From an optimization exercise on the open Yosys and OpenROAD flow, aimed at small area; shortcuts taken in it are not production practice.
In this exercise RTL edits were held to simulation tests only and were not proved equivalent to the original.
Power figures rest on the tool's default switching activity, not on a simulated workload.

== red ==
==> flow/design.v <==
module watch_project (clk, reset, set_outside, set_inside, display_sec, display_sec10,
                      display_min, display_min10, display_hour, display_hour10, state);
	input clk, reset, set_outside, set_inside;
	output [6:0] display_sec, display_sec10, display_min, display_min10, display_hour, display_hour10;
	output [5:0] state;
	parameter [8:0] CA0 = 9'd324;	 
	parameter [8:0] CA_S = 9'd162;	 
	parameter [9:0] PA0 = 10'd24;	 
	parameter [3:0] SA0 = 4'd6;	 
	localparam [3:0] U0 = 4'd6;	 
	localparam [2:0] T0 = 3'd2;	 
	localparam [1:0] H0 = 2'd1;	 
	function [6:0] segu;		 
		input [3:0] d;
		segu = {(~d[3] & d[0]) | (~d[2] & d[1] & ~d[0]),
			(~d[2] & d[1] & d[0]) | (d[2] & ~d[1] & ~d[0]),
			(~d[2] & ~d[1] & ~d[0]),
			~((d[3] & d[1] & d[0]) | (~d[2] & ~d[1]) | (d[2] & ~d[0])),
			(~d[2] & d[1]) | d[0],
			~((d[3] & d[1]) | (d[2] & ~d[0])),
			~d[3] | (d[2] & ~d[1] & d[0])};
	endfunction
	function [6:0] segt;		 
		input [2:0] d;
		segt = {(~d[2] & d[0]) | (d[2] & d[1] & ~d[0]),
			(d[2] & d[1] & d[0]),
			(~d[1] & ~d[0]),
			(~d[2] & d[0]) | (d[2] & d[1] & ~d[0]),
			(d[2] & d[1]) | d[0],
			(~d[2] & d[0]) | ~d[1],
			~d[2]};
	endfunction
	function [6:0] segh;		 
		input [1:0] d;
		segh = {~d[0], 1'b0, d[1] & d[0], ~d[0], ~d[0], d[1], ~(d[1] & d[0])};
	endfunction
	function [10:0] inc10;
		input [9:0] a; input ci;
		integer i; reg c;
		begin
			c = ci;
			for (i = 0; i < 10; i = i + 1) begin inc10[i] = a[i] ^ c; c = c & a[i]; end
			inc10[10] = c;
		end
	endfunction
	function [9:0] inc9;
		input [8:0] a; input ci;
		integer i; reg c;
		begin
			c = ci;
			for (i = 0; i < 9; i = i + 1) begin inc9[i] = a[i] ^ c; c = c & a[i]; end
			inc9[9] = c;
		end
	endfunction
	function [4:0] inc4;
		input [3:0] a; input ci;
		integer i; reg c;
		begin
			c = ci;
			for (i = 0; i < 4; i = i + 1) begin inc4[i] = a[i] ^ c; c = c & a[i]; end
			inc4[4] = c;
		end
	endfunction
	function [3:0] inc3;
		input [2:0] a; input ci;
		integer i; reg c;
		begin
			c = ci;
			for (i = 0; i < 3; i = i + 1) begin inc3[i] = a[i] ^ c; c = c & a[i]; end
			inc3[3] = c;
		end
	endfunction
	function [1:0] inc2;
		input [1:0] a; input ci;
		begin
			inc2 = {a[1] ^ (ci & a[0]), a[0] ^ ci};
		end
	endfunction
	wire b0 = set_outside, b1 = set_inside;
	reg [8:0] ca;
	reg q4, q2, q1, q0;	 
	assign state = {1'b0, q4, 1'b0, q2, q1, q0};
	wire samp = (ca[6:0] == CA_S[6:0]);	 
	wire [8:0] ca_i = {ca[7:0], ~(ca[8] ^ ca[3]) ^ samp};
	always @(posedge clk or posedge reset) begin
		if (reset) begin
			ca <= CA0;
			{q4, q2, q1, q0} <= 4'b0001;
		end else begin
			ca <= ca_i;
			if (samp)
				case ({q4, q2, q1, q0})
					4'b0001: if (!b0) {q4, q2, q1, q0} <= 4'b0100; else if (!b1) {q4, q2, q1, q0} <= 4'b1000;
					4'b0100: if (!b0) {q4, q2, q1, q0} <= 4'b0001; else if (!b1) {q4, q2, q1, q0} <= 4'b0110;
					4'b0110: if (!b1) {q4, q2, q1, q0} <= 4'b0101;
					4'b0101: if (!b1) {q4, q2, q1, q0} <= 4'b0100;
					4'b1000: if (!b0) {q4, q2, q1, q0} <= 4'b1010; else if (!b1) {q4, q2, q1, q0} <= 4'b0001;
					4'b1010: if (!b0) {q4, q2, q1, q0} <= 4'b1001;
					4'b1001: if (!b0) {q4, q2, q1, q0} <= 4'b1000; else if (!b1) {q4, q2, q1, q0} <= 4'b0001;
					default: {q4, q2, q1, q0} <= 4'b0001;
				endcase
		end
	end
	wire sw = q4;			 
	wire set = q2;			 
	wire run = q4 & q1;		 
	wire st5 = q2 & q0;		 
	wire st6 = q2 & q1;		 
	wire add_min = st5 & !b0;
	wire add_hour = st6 & !b0;
	reg cs;
	reg [9:0] as;			 
	reg [3:0] su; reg [2:0] st;	 
	reg [3:0] sa;			 
	reg [3:0] ssu; reg [2:0] sst;	 
	reg [3:0] dsu; reg [2:0] dst;	 
	wire s_first = sw & !cs;	 
	wire s_blank = cs & !sw & set;	 
	wire [9:0] as_i; wire s_tick;
	assign {s_tick, as_i} = inc10(as, (!set & !s_first));
	wire [3:0] su_i; wire su_c;
	assign {su_c, su_i} = inc4(su, s_tick);
	wire [2:0] st_i; wire st_c;
	assign {st_c, st_i} = inc3(st, su_c);
	wire [3:0] su_n = su_i | (su_c ? U0 : 4'd0);
	wire [2:0] st_n = st_i | (st_c ? T0 : 3'd0);
	wire s59 = &{st, su};
	wire [3:0] sa_i; wire sa_c;
	assign {sa_c, sa_i} = inc4(sa, run);
	wire [3:0] ssu_i; wire ssu_c;
	assign {ssu_c, ssu_i} = inc4(ssu, sa_c);
	wire [2:0] sst_i; wire sst_c;
	assign {sst_c, sst_i} = inc3(sst, ssu_c);
	wire [3:0] ssu_n = ssu_i | (ssu_c ? U0 : 4'd0);
	wire [2:0] sst_n = sst_i | (sst_c ? T0 : 3'd0);
	wire ss59 = &{sst, ssu};
	always @(posedge clk or posedge reset) begin
		if (reset) begin
			cs <= 0; as <= PA0; su <= U0; st <= T0; sa <= SA0; ssu <= U0; sst <= T0; dsu <= U0; dst <= T0;
		end else begin
			as <= as_i | (s_tick ? PA0 : 10'd0);
			su <= su_n; st <= st_n;
			sa <= sa_i | (sa_c ? SA0 : 4'd0);
			ssu <= ssu_n; sst <= sst_n;
			if (s_first) begin
				cs <= 1'b1;
				dsu <= ssu; dst <= sst;
			end else if (s_blank) begin
				cs <= 1'b0;
				dsu <= U0; dst <= T0;
			end else if (sa_c) begin
				dsu <= ssu_n; dst <= sst_n;
			end else if (s_tick & !sw) begin
				dsu <= su_n; dst <= st_n;
			end
		end
	end
	wire en_min = s59 & !set;	 
	reg cm;
	reg [9:0] am;
	reg [3:0] mu; reg [2:0] mt;
	reg [3:0] smu; reg [2:0] smt;
	reg [3:0] dmu; reg [2:0] dmt;
	wire m_first = sw & !cm;
	wire m_blank = cm & !sw & !en_min;
	wire [9:0] am_i; wire m_tick;
	assign {m_tick, am_i} = inc10(am, (add_min | (en_min & !m_first)));
	wire [3:0] mu_i; wire mu_c;
	assign {mu_c, mu_i} = inc4(mu, m_tick);
	wire [2:0] mt_i; wire mt_c;
	assign {mt_c, mt_i} = inc3(mt, mu_c);
	wire [3:0] mu_n = mu_i | (mu_c ? U0 : 4'd0);
	wire [2:0] mt_n = mt_i | (mt_c ? T0 : 3'd0);
	wire m59 = &{mt, mu};
	wire sm_step = ss59 & sa_c;
	wire [3:0] smu_i; wire smu_c;
	assign {smu_c, smu_i} = inc4(smu, sm_step);
	wire [2:0] smt_i; wire smt_c;
	assign {smt_c, smt_i} = inc3(smt, smu_c);
	wire [3:0] smu_n = smu_i | (smu_c ? U0 : 4'd0);
	wire [2:0] smt_n = smt_i | (smt_c ? T0 : 3'd0);
	always @(posedge clk or posedge reset) begin
		if (reset) begin
			cm <= 0; am <= PA0; mu <= U0; mt <= T0; smu <= U0; smt <= T0; dmu <= U0; dmt <= T0;
		end else begin
			am <= am_i | (m_tick ? PA0 : 10'd0);
			mu <= mu_n; mt <= mt_n;
			smu <= smu_n; smt <= smt_n;
			if (add_min) begin
				if (m_tick) begin
					cm <= 1'b0;
					dmu <= mu_n; dmt <= mt_n;
				end
			end else if (m_first) begin
				cm <= 1'b1;
				dmu <= smu; dmt <= smt;
			end else if (m_blank) begin
				cm <= 1'b0;
				dmu <= U0; dmt <= T0;
			end else if (sm_step) begin
				dmu <= smu_n; dmt <= smt_n;
			end else if (m_tick & !sw) begin
				cm <= 1'b0;
				dmu <= mu_n; dmt <= mt_n;
			end
		end
	end
	reg ch, zf;			 
	reg [9:0] ah;
	reg [3:0] hu; reg [1:0] ht;
	wire en_hour = m59 & en_min;	 
	wire h_first = sw & !ch;
	wire [9:0] ah_i; wire h_tick;
	assign {h_tick, ah_i} = inc10(ah, ((add_hour | en_hour) & !h_first));
	wire [3:0] hu_i; wire hu_c;
	assign {hu_c, hu_i} = inc4(hu, h_tick);
	wire h23 = (ht == 2'd3) & (hu == 4'd9);
	always @(posedge clk or posedge reset) begin
		if (reset) begin
			ch <= 0; zf <= 0; ah <= PA0; hu <= U0; ht <= H0;
		end else begin
			ah <= ah_i | (h_tick ? PA0 : 10'd0);
			if (h_tick & h23) begin
				hu <= U0; ht <= H0;
			end else begin
				hu <= hu_i | (hu_c ? U0 : 4'd0);
				ht <= inc2(ht, hu_c);
			end
			if (h_first) begin
				ch <= 1'b1;
				zf <= 1'b1;
			end else if (en_hour & run)
				zf <= 1'b1;
			else if (h_tick)
				zf <= 1'b0;
		end
	end
	assign display_sec = segu(dsu);
	assign display_sec10 = segt(dst);
	assign display_min = segu(dmu);
	assign display_min10 = segt(dmt);
	assign display_hour = segu(zf ? U0 : hu);
	assign display_hour10 = segh(zf ? H0 : ht);
endmodule
clock: 20.0 ns
lec_check: 0
cap_margin: 20
core_margin: 2
core_utilization: 40
slew_margin: 20
standard.sh (not shown) runs the stock make flow with config.mk's settings and CLKGATE_MAP_FILE= SYNTH_SCRIPT=/design/flow/synth_recipe.tcl, a recipe that flattens the netlist after the stock synthesis.
==> flow/flow/run.sh <==
#!/bin/bash
# Own layout flow: the standard ORFS flow (standard.sh) with
#  - an area-oriented ABC script for the synthesis's logic mapping
#    (registers are mapped before ABC, so they are the standard synthesis's)
#  - port buffers of the smallest buffer cell
#  - clock tree of clkbuf_8 without dummy loads
set -euo pipefail
W=$(pwd)
rm -rf "$W/myscripts"
cp -r "$FLOW_HOME/scripts" "$W/myscripts"
cp "$W/flow/abc_area.script" "$W/myscripts/abc_area.script"
export BUFFER_PORTS_ARGS="-buffer_cell sky130_fd_sc_hd__buf_1"
export CTS_ARGS="-sink_clustering_enable -repair_clock_nets -dont_use_dummy_load -buf_list sky130_fd_sc_hd__clkbuf_16 -sink_clustering_size 50 -sink_clustering_max_diameter 200"
bash "$W/standard.sh" SCRIPTS_DIR="$W/myscripts" ABC_AREA=1 finish > "$W/flow_make.log" 2>&1
==> flow/flow/abc_area.script <==
strash
&get -n
&deepsyn -T 60
&put
dch -f
amap -m
topo
diff inputs: red => blue
--- a/flow/flow/run.sh
+++ b/flow/flow/run.sh
@@ -11,4 +11,4 @@
 cp "$W/flow/abc_area.script" "$W/myscripts/abc_area.script"
 export BUFFER_PORTS_ARGS="-buffer_cell sky130_fd_sc_hd__buf_1"
-export CTS_ARGS="-sink_clustering_enable -repair_clock_nets -dont_use_dummy_load -buf_list sky130_fd_sc_hd__clkbuf_16 -sink_clustering_size 50 -sink_clustering_max_diameter 200"
+export CTS_ARGS="-sink_clustering_enable -repair_clock_nets -dont_use_dummy_load -buf_list sky130_fd_sc_hd__clkbuf_8"
 bash "$W/standard.sh" SCRIPTS_DIR="$W/myscripts" ABC_AREA=1 finish > "$W/flow_make.log" 2>&1
Both conditions hold for blue: the flow ran to the end and the final layout passed the timing, design-rule and antenna checks.
blue vs red, signed area change from the synthesized netlist to the final layout went down by 2.2 points.
blue against red: clock share of power fell by 8.2 points, final cell area excluding filler cells went down by about 2%, reported net switching power fell about 6.4%, via count closely matched the old numbers.
From red to blue the numbers moved as follows: first-pass GRT wire length was more or less identical; clock power shows a reduction of 31%; clock tree cell share of total cell area dropped 1.9 points.
Compared blue against red; combined area of all synthesized cells within noise.
blue against red; mean routed wirelength per cell is down slightly.
In blue the share of total power consumed by net switching turned out 1.3 points higher than in red.

-- what the ideal ports hide --
The flow's constraints put no driver on any port. The routed layouts listed below were extracted and timed again, unchanged, in two steps.
Step 1, drivers: a clkbuf_16 drives clk and a buf_2 each remaining input, both assumed.
Step 2 also shifts input and output timing later by t, the mid clock arrival at the registers, as if the neighbouring blocks saw the same clock.
Slacks: ideal / step 1 / step 2; pairs: ideal / step 1.
run | shift t [ns] | setup slack, ns | worst data-port slew with drivers (ns) | pins driven straight from the clock port
red | 0.372 | 11.618 / 11.620 / 11.248 | 0.04 | 1
blue | 0.387 | 11.649 / 11.645 / 11.258 | 0.04 | 1
After both steps every run listed still meets setup and hold. For blue, which loses most, drivers alone change the setup slack by -0.004 ns; drivers and shift together by -0.391 ns.
